Source: an optimization exercise on an open RTL-to-GDS flow (aim: small area and a short achievable clock period). Production flows keep margins and buffers that such runs may drop. Only simulation tests tie the RTL to the original design; equivalence was not proved.

==> design/flow/design.v <==
module multiplier_bf16 (
    input  [15:0] A,
    input  [15:0] B,
    output [15:0] P
);
    wire sign;
    wire [9:0] exponent_sum;
    wire [7:0] exponent;
    wire [15:0] mantissa_product;
    wire [6:0] mantissa;
    wire normalized;
    wire A_is_zero = (A[14:7] == 8'b0);    
    wire B_is_zero = (B[14:7] == 8'b0);
    wire A_is_inf  = (A[14:7] == 8'hFF) && (A[6:0] == 0);
    wire B_is_inf  = (B[14:7] == 8'hFF) && (B[6:0] == 0);
    wire A_is_nan  = (A[14:7] == 8'hFF) && (A[6:0] != 0);
    wire B_is_nan  = (B[14:7] == 8'hFF) && (B[6:0] != 0);
    assign sign = A[15] ^ B[15]; 
    assign exponent_sum = {2'b0, A[14:7]} + {2'b0, B[14:7]} - 10'd127; 
    assign mantissa_product = {1'b1, A[6:0]} * {1'b1, B[6:0]}; 
    assign normalized = mantissa_product[15];  
    assign mantissa   = normalized ? mantissa_product[14:8] : mantissa_product[13:7];  
    wire [9:0] exponent_full = normalized ? exponent_sum + 10'd1 : exponent_sum;  
    assign exponent   = exponent_full[7:0];
    wire underflow = exponent_full[9] | (exponent_full == 10'd0);
    wire overflow  = ~exponent_full[9] & (exponent_full[8] | (exponent_full[7:0] == 8'hFF));
    assign P = (A_is_nan | B_is_nan) ? {1'b0, 8'hFF, 7'b1} :     
               ((A_is_inf & B_is_zero) | (B_is_inf & A_is_zero)) ? {1'b0, 8'hFF, 7'b1} :  
               (A_is_inf | B_is_inf) ? {sign, 8'hFF, 7'b0} :   
               (A_is_zero | B_is_zero) ? {sign, 15'b0} :      
               underflow ? {sign, 15'b0} :                    
               overflow ? {sign, 8'hFF, 7'b0} :               
               {sign, exponent[7:0], mantissa};              
endmodule
module adder_bf16 (
    input  [15:0] A,    
    input  [15:0] B,    
    output [15:0] S     
);
    wire signA, signB, signS;
    wire [7:0] exponentA, exponentB, exponentS;
    wire [7:0] mantissaA, mantissaB;          
    wire [9:0] aligned_mantissaA, aligned_mantissaB;
    wire [10:0] sum_mantissa;
    wire [7:0] exponent_diff;
    wire [7:0] final_exponent;
    wire [6:0] final_mantissa;
    wire [7:0] adjusted_exponent;
    wire A_is_zero = (A[14:0] == 0);
    wire B_is_zero = (B[14:0] == 0);
    wire A_is_inf  = (A[14:7] == 8'hFF) && (A[6:0] == 0);
    wire B_is_inf  = (B[14:7] == 8'hFF) && (B[6:0] == 0);
    wire A_is_nan  = (A[14:7] == 8'hFF) && (A[6:0] != 0);
    wire B_is_nan  = (B[14:7] == 8'hFF) && (B[6:0] != 0);
    assign signA = A[15];
    assign signB = B[15];
    assign exponentA = A[14:7];
    assign exponentB = B[14:7];
    assign mantissaA = (exponentA == 0) ? {1'b0, A[6:0]} : {1'b1, A[6:0]};
    assign mantissaB = (exponentB == 0) ? {1'b0, B[6:0]} : {1'b1, B[6:0]};
    assign exponent_diff    = (exponentA > exponentB) ? (exponentA - exponentB) : (exponentB - exponentA);
    wire       a_ge_b = (exponentA >= exponentB);
    wire [7:0] mantissa_small = a_ge_b ? mantissaB : mantissaA;
    wire [9:0] shifted_small  = {mantissa_small, 2'b00} >> exponent_diff;
    assign aligned_mantissaA = a_ge_b ? {mantissaA, 2'b00} : shifted_small;
    assign aligned_mantissaB = a_ge_b ? shifted_small : {mantissaB, 2'b00};
    assign exponentS = (exponentA >= exponentB) ? exponentA : exponentB;
    assign sum_mantissa = (signA == signB) ? (aligned_mantissaA + aligned_mantissaB) :
                                             (aligned_mantissaA >= aligned_mantissaB ?
                                              (aligned_mantissaA - aligned_mantissaB) :
                                              (aligned_mantissaB - aligned_mantissaA));
    assign signS = (aligned_mantissaA >= aligned_mantissaB) ? signA : signB;
    reg [3:0] lz;
    reg       lz_found;
    integer   lz_i;
    always @* begin
        lz = 4'd0;
        lz_found = 1'b0;
        for (lz_i = 9; lz_i >= 0; lz_i = lz_i - 1) begin
            if (!lz_found) begin
                if (sum_mantissa[lz_i]) lz_found = 1'b1;
                else lz = lz + 4'd1;
            end
        end
    end
    wire [9:0] norm_mantissa = sum_mantissa[9:0] << lz;
    wire       sum_is_zero   = (sum_mantissa == 11'd0);
    wire       underflow     = ~sum_mantissa[10] & ({4'b0, exponentS} <= {8'b0, lz});
    wire       overflow      = sum_mantissa[10] & (exponentS == 8'hFE);
    assign adjusted_exponent = sum_mantissa[10] ? (exponentS + 8'd1) : (exponentS - {4'b0, lz});
    assign final_mantissa    = sum_mantissa[10] ? sum_mantissa[9:3] : norm_mantissa[8:2];
    assign final_exponent    = adjusted_exponent;
    wire [15:0] normal_result = sum_is_zero ? 16'h0000 :
                                underflow   ? {signS, 15'b0} :
                                overflow    ? {signS, 8'hFF, 7'b0} :
                                {signS, final_exponent, final_mantissa};
    assign S = (A_is_nan | B_is_nan) ? {1'b0, 8'hFF, 7'b1} :                  
               (A_is_inf & B_is_inf & (signA != signB)) ? {1'b0, 8'hFF, 7'b1} :  
               (A_is_inf) ? A :
               (B_is_inf) ? B :
               (A_is_zero & B_is_zero) ? {signA & signB, 15'b0} :
               (A_is_zero) ? B :
               (B_is_zero) ? A :
               normal_result;
endmodule
module bf16_mac_tree (
    input clk,
    input reset,
    input [15:0] in0, in1, in2, in3,
    input [15:0] in4, in5, in6, in7,
    input [15:0] in8, in9, in10, in11,
    input [15:0] in12, in13, in14, in15,
    output reg [15:0] out
);
    reg [15:0] in_reg[0:15];
    wire [15:0] prod[0:7];
    wire [15:0] sum[0:6];
    wire [15:0] final_sum;
    always @(posedge clk or posedge reset) begin
        if (reset) begin
            in_reg[0]  <= 0; in_reg[1]  <= 0; in_reg[2]  <= 0; in_reg[3]  <= 0;
            in_reg[4]  <= 0; in_reg[5]  <= 0; in_reg[6]  <= 0; in_reg[7]  <= 0;
            in_reg[8]  <= 0; in_reg[9]  <= 0; in_reg[10] <= 0; in_reg[11] <= 0;
            in_reg[12] <= 0; in_reg[13] <= 0; in_reg[14] <= 0; in_reg[15] <= 0;
        end else begin
            in_reg[0]  <= in0;  in_reg[1]  <= in1;  in_reg[2]  <= in2;  in_reg[3]  <= in3;
            in_reg[4]  <= in4;  in_reg[5]  <= in5;  in_reg[6]  <= in6;  in_reg[7]  <= in7;
            in_reg[8]  <= in8;  in_reg[9]  <= in9;  in_reg[10] <= in10; in_reg[11] <= in11;
            in_reg[12] <= in12; in_reg[13] <= in13; in_reg[14] <= in14; in_reg[15] <= in15;
        end
    end
    multiplier_bf16 m0 (.A(in_reg[0]), .B(in_reg[1]), .P(prod[0]));
    multiplier_bf16 m1 (.A(in_reg[2]), .B(in_reg[3]), .P(prod[1]));
    multiplier_bf16 m2 (.A(in_reg[4]), .B(in_reg[5]), .P(prod[2]));
    multiplier_bf16 m3 (.A(in_reg[6]), .B(in_reg[7]), .P(prod[3]));
    multiplier_bf16 m4 (.A(in_reg[8]), .B(in_reg[9]), .P(prod[4]));
    multiplier_bf16 m5 (.A(in_reg[10]), .B(in_reg[11]), .P(prod[5]));
    multiplier_bf16 m6 (.A(in_reg[12]), .B(in_reg[13]), .P(prod[6]));
    multiplier_bf16 m7 (.A(in_reg[14]), .B(in_reg[15]), .P(prod[7]));
    adder_bf16 a0 (.A(prod[0]), .B(prod[1]), .S(sum[0]));
    adder_bf16 a1 (.A(prod[2]), .B(prod[3]), .S(sum[1]));
    adder_bf16 a2 (.A(prod[4]), .B(prod[5]), .S(sum[2]));
    adder_bf16 a3 (.A(prod[6]), .B(prod[7]), .S(sum[3]));
    adder_bf16 a4 (.A(sum[0]), .B(sum[1]), .S(sum[4]));
    adder_bf16 a5 (.A(sum[2]), .B(sum[3]), .S(sum[5]));
    adder_bf16 a6 (.A(sum[4]), .B(sum[5]), .S(final_sum));
    always @(posedge clk or posedge reset) begin
        if (reset)
            out <= 16'b0;
        else
            out <= final_sum;
    end
endmodule
==> design/flow/run.sh <==
#!/bin/bash
# synth_recipe.tcl (not shown) runs the flow's synth.tcl, then flattens the netlist and writes it again
# the make line also repeats each setting of config.mk as NAME=value (left out here)
make -C /OpenROAD-flow-scripts/flow DESIGN_CONFIG=/design/flow/config.mk WORK_HOME=/design/flow/orfs CLKGATE_MAP_FILE= SYNTH_SCRIPT=/design/flow/synth_recipe.tcl finish
==> design/flow/config.mk <==
export PLATFORM = sky130hd
export DESIGN_NAME = bf16_mac_tree
export DESIGN_NICKNAME = bf16_mac_tree
export VERILOG_FILES = /design/flow/design.v
export SDC_FILE = /design/flow/constraint.sdc
export NUM_CORES = 4
export LEC_CHECK = 0
export CAP_MARGIN = 20
export CORE_MARGIN = 2
export CORE_UTILIZATION = 40
export SLEW_MARGIN = 20
==> design/flow/constraint.sdc <==
create_clock -name core_clock -period 46.0 [get_ports {clk}]
set_input_delay 9.2000 -clock core_clock [delete_from_list [all_inputs] [get_ports {clk}]]
set_output_delay 9.2000 -clock core_clock [all_outputs]
set_load 0.01 [all_outputs]
==> key figures <==
Placement
  – DP HPWL: 234.2 mm
  – Post-place setup slack: -2.578 ns
  – IO buf count: about 270
  – RePlAce Congestion: around 1
  – DP Cell Count: between 10000 and 15000

Clock tree
  – CTS Sinks: 272
  – CTS root buffer: clkbuf_16
  – Clock Path Buffers: 3
  – Worst-path clk slew: 0.06 ns
  – CTS Buf Count: 31
  – CTS tree: yes
  – Worst-Skew Late Latency: 0.68 ns
  – H-Tree Depth: 1

Floorplanning
  – Die H: ~440 um
  – Cell Rows: about 160
  – Core ar.: roughly 190000 um^2
  – Die area: about 190000 um^2
  – Die Width: 437.4 um
  – Initial core utilization: 40.14%
  – Ports: 274

Setup path
  – CP Class: reg -> reg
  – Bufs and invs on worst path: 31
  – CP most frequent cell: ha_1
  – CP max FO: 11
  – Data arrival, critical path: ~45 ns
  – Crit-path max cell delay: 0.54 ns
  – Crit path launch type: flip-flop
  – Crit path max-delay cell type: fa_1
  – CP Capture Type: flip-flop
  – CP required: approximately 47 ns
  – Crit path max-delay family: compound AO/OA/AOI/OAI gates

Route
  – Number of remaining DRC errors: 0
  – Vias: about 84000
  – TritonRoute pass-1 iters: 7
  – Routed WL: approximately 290 mm
  – Via density: between 6 and 7
  – Post-DRT Antenna Nets: 0
  – Drt wl/cell: ~21 um
  – Initial DRC Count: just under 8000

Timing
  – Tmin final: 44.03 ns
  – Final Max Tran Viols: 0
  – Worst Setup Slack, final: a little under 2 ns
  – Hold Vio Cnt, Final: 0
  – Slew headroom: 22.19%
  – Final Cycle Share: between 90% and 100%
  – Setup TNS: 0 ns
  – Final setup fails: 0
  – Fmax: 22.71 MHz
  – Worst slew pin tran: between 1 and 1.5 ns
  – Hold WS: roughly 1.6 ns
  – Clock Skews: between 0.04 and 0.05 ns

Yosys
  – Distinct cells, synth: between 150 and 200
  – Seq cells post-synth: between 200 and 300
  – Synth Instances: about 10000
  – Post-synth top area share: between 10 and 15%
  – Yosys warns: 4
  – Post-synth EDFFs: 0
  – Area contributors post-synth: ha_1, dfrtp_1, fa_1
  – Sequential share of the synthesized area: under 10%
  – Dominant cell type by area after synthesis: ha_1
  – Main synth FF type: dfrtp_1
  – Syn_area_per_cell: 7.275 um^2
  – Async SR Flop Fraction: 100.0%
  – Synth Net Count: approximately 12000
  – Synthesized cell area: 75140 um^2

Global route
  – Global-route wire length before repair: about 450 mm
  – Antenna violations before repair: 1
  – GRT Total Usage: 28.48%
  – Largest net degree at the start of global routing: approximately 90
  – Number of global-route vias before repair: 81830
  – GRT overflow: 0

Outcome
  – Status: finished clean

Finish
  – Largest register FFs: 256
  – # diodes: 0
  – Area Growth Syn to Fin: 19.48%
  – Final core utilization: a little under half
  – Non-filler cells, final: around 14000
  – Nets@finish: about 12000
  – Ratio of cells with drive above 1 in the final layout: 15.64%

Worst hold path
  – Worst hold path class: reg -> reg

Run
  – Max_cap viols: 0
[cell families after synthesis]
kind of cell / after synthesis / share of synthesized area [%]
simple gates: 3992 / 27.00
compound gates: 2995 / 28.12
buf+inv: 1384 / 7.087
fa+ha+maj: 1037 / 20.33
xor+xnor: 391 / 4.776
flops: 272 / 9.059
mux: 257 / 3.633
[cell usage after synthesis, types with 35 or more instances]
| cell | count |
|---|---|
| o221ai_1 | 52 |
| nor2b_1 | 93 |
| a31oi_1 | 130 |
| a31o_2 | 37 |
| or4_1 | 56 |
| or2_2 | 83 |
| nand4_1 | 185 |
| nor3_1 | 303 |
| o21ai_1 | 69 |
| and4_1 | 35 |
| ha_1 | 728 |
| o31ai_1 | 74 |
| a211o_1 | 57 |
| xor2_1 | 120 |
| nand3_1 | 298 |
| nand2b_1 | 101 |
| a211oi_1 | 125 |
| o211ai_1 | 145 |
| nor2_1 | 983 |
| a311oi_1 | 36 |
| a221oi_1 | 46 |
| nand2_1 | 894 |
| mux2i_1 | 172 |
| or3_1 | 111 |
| a21oi_1 | 627 |
| inv_1 | 1013 |
| o21a_1 | 108 |
| o21ai_0 | 492 |
| buf_2 | 40 |
| o2111ai_1 | 39 |
| mux2_2 | 75 |
| and2_1 | 362 |
| a21o_1 | 161 |
| fa_1 | 307 |
| o21bai_1 | 95 |
| o22ai_1 | 65 |
| nor4_1 | 159 |
| o211a_1 | 36 |
| dfrtp_1 | 272 |
| and3_1 | 104 |
| clkbuf_1 | 262 |
| xnor2_1 | 256 |
| a22oi_1 | 39 |
[layout by cell type, fill, tap and decap left out, types with 185 or more instances in the layout]
| cell | Yosys | layout |
|---|---|---|
| xnor2_1 | 256 | 245 |
| nor2_1 | 983 | 946 |
| o21ai_0 | 492 | 434 |
| and2_1 | 362 | 356 |
| ha_1 | 728 | 696 |
| nor3_1 | 303 | 276 |
| inv_1 | 1013 | 1006 |
| nand4_1 | 185 | 185 |
| nand3_1 | 298 | 285 |
| a21oi_1 | 627 | 571 |
| fa_1 | 307 | 304 |
| nand2_1 | 894 | 881 |
| clkdlybuf4s50_1 | 0 | 273 |
| buf_4 | 8 | 828 |
| dfrtp_1 | 272 | 231 |
[worst register-to-register path: cells and delay by family (launching register included)]
family | cells | cell delay (ns)
adder cells (fa/ha/maj) | 34 | 10.24
flip-flops | 1 | 0.47
AND/OR/NAND/NOR | 74 | 10.75
XOR/XNOR | 7 | 1.31
buffers and inverters | 31 | 3.73
multiplexers | 13 | 3.41
AO/OA/AOI/OAI | 81 | 14.04
[routing by layer]
metal	global-route usage, %	vias up	routed length [um]
li1	-	39250	-
met1	36.33	40440	120500
met2	48.46	3435	134400
met3	2.967	759	17650
met4	12.49	0	14410
met5	0	-	0
[path summary, 6_finish.rpt]
| check | startpoint | end | slack [ns] | depth (start not counted) |
|---|---|---|---|---|
| worst max-delay path | in_reg[3][2] | out[14] | 1.97 | 240 |
| worst min-delay path | in_reg[0][15] | out[15] | 1.59 | 6 |
| worst max register to register | in_reg[3][2] | out[14] | 1.97 | 240 |
| worst min register to register | in_reg[0][15] | out[15] | 1.59 | 6 |
| max in group asynchronous | reset | in_reg[3][2] | 34.90 | 4 |
| min in group asynchronous | reset | in_reg[14][6] | 9.00 | 2 |
[repair_timing]
item | 4_1_cts | 5_1_grt
hold buffers | 0 | 0
endpoints found under the setup margin | 15 | 15
buffers inserted | 3 | 143
resized for setup | 60 | 582
gates cloned | 0 | 1
pin swaps | 4 | 146
[layout make-up]
| class | count | area [um^2] |
|---|---|---|
| Timing Repair Buffer | 1114 | 9148 |
| Fill cell | 18580 | 97430 |
| Tap cell | 2495 | 3122 |
| Inverter | 1038 | 3919 |
| Clock buffer | 40 | 839.6 |
| Multi-Input combinational cell | 8673 | 65670 |
| Sequential cell | 272 | 6858 |
| Clock inverter | 17 | 221.5 |
[stage by stage]
stage	instance area (um^2)
after detailed placement	84850
after global routing	89770
final	89770
after CTS	86220
after global placement	84850
after floorplan	75140

==> static timing again, ports no longer ideal <==
The flow's constraints put no driver on any port. The routed layout listed below was extracted and timed again, unchanged, in two steps.
Step 1 sets driving cells, clkbuf_16 on the clock port and buf_2 on the other inputs (assumed; they add their load-dependent delay and slew).
Step 2 also shifts input and output timing later by t, the mid clock arrival at the registers, as if the neighbouring blocks saw the same clock.
a / b / c = ideal ports / drivers / drivers and shift; a / b = the first two.
t, ns: 0.748
setup slack, ns: 1.968 / 1.968 / 1.968
worst slew at a driven data input, ns: 0.07
After both steps setup and hold are still met in this run. The setup slack of this run moves by 0.000 ns with the drivers and by 0.000 ns with both steps.
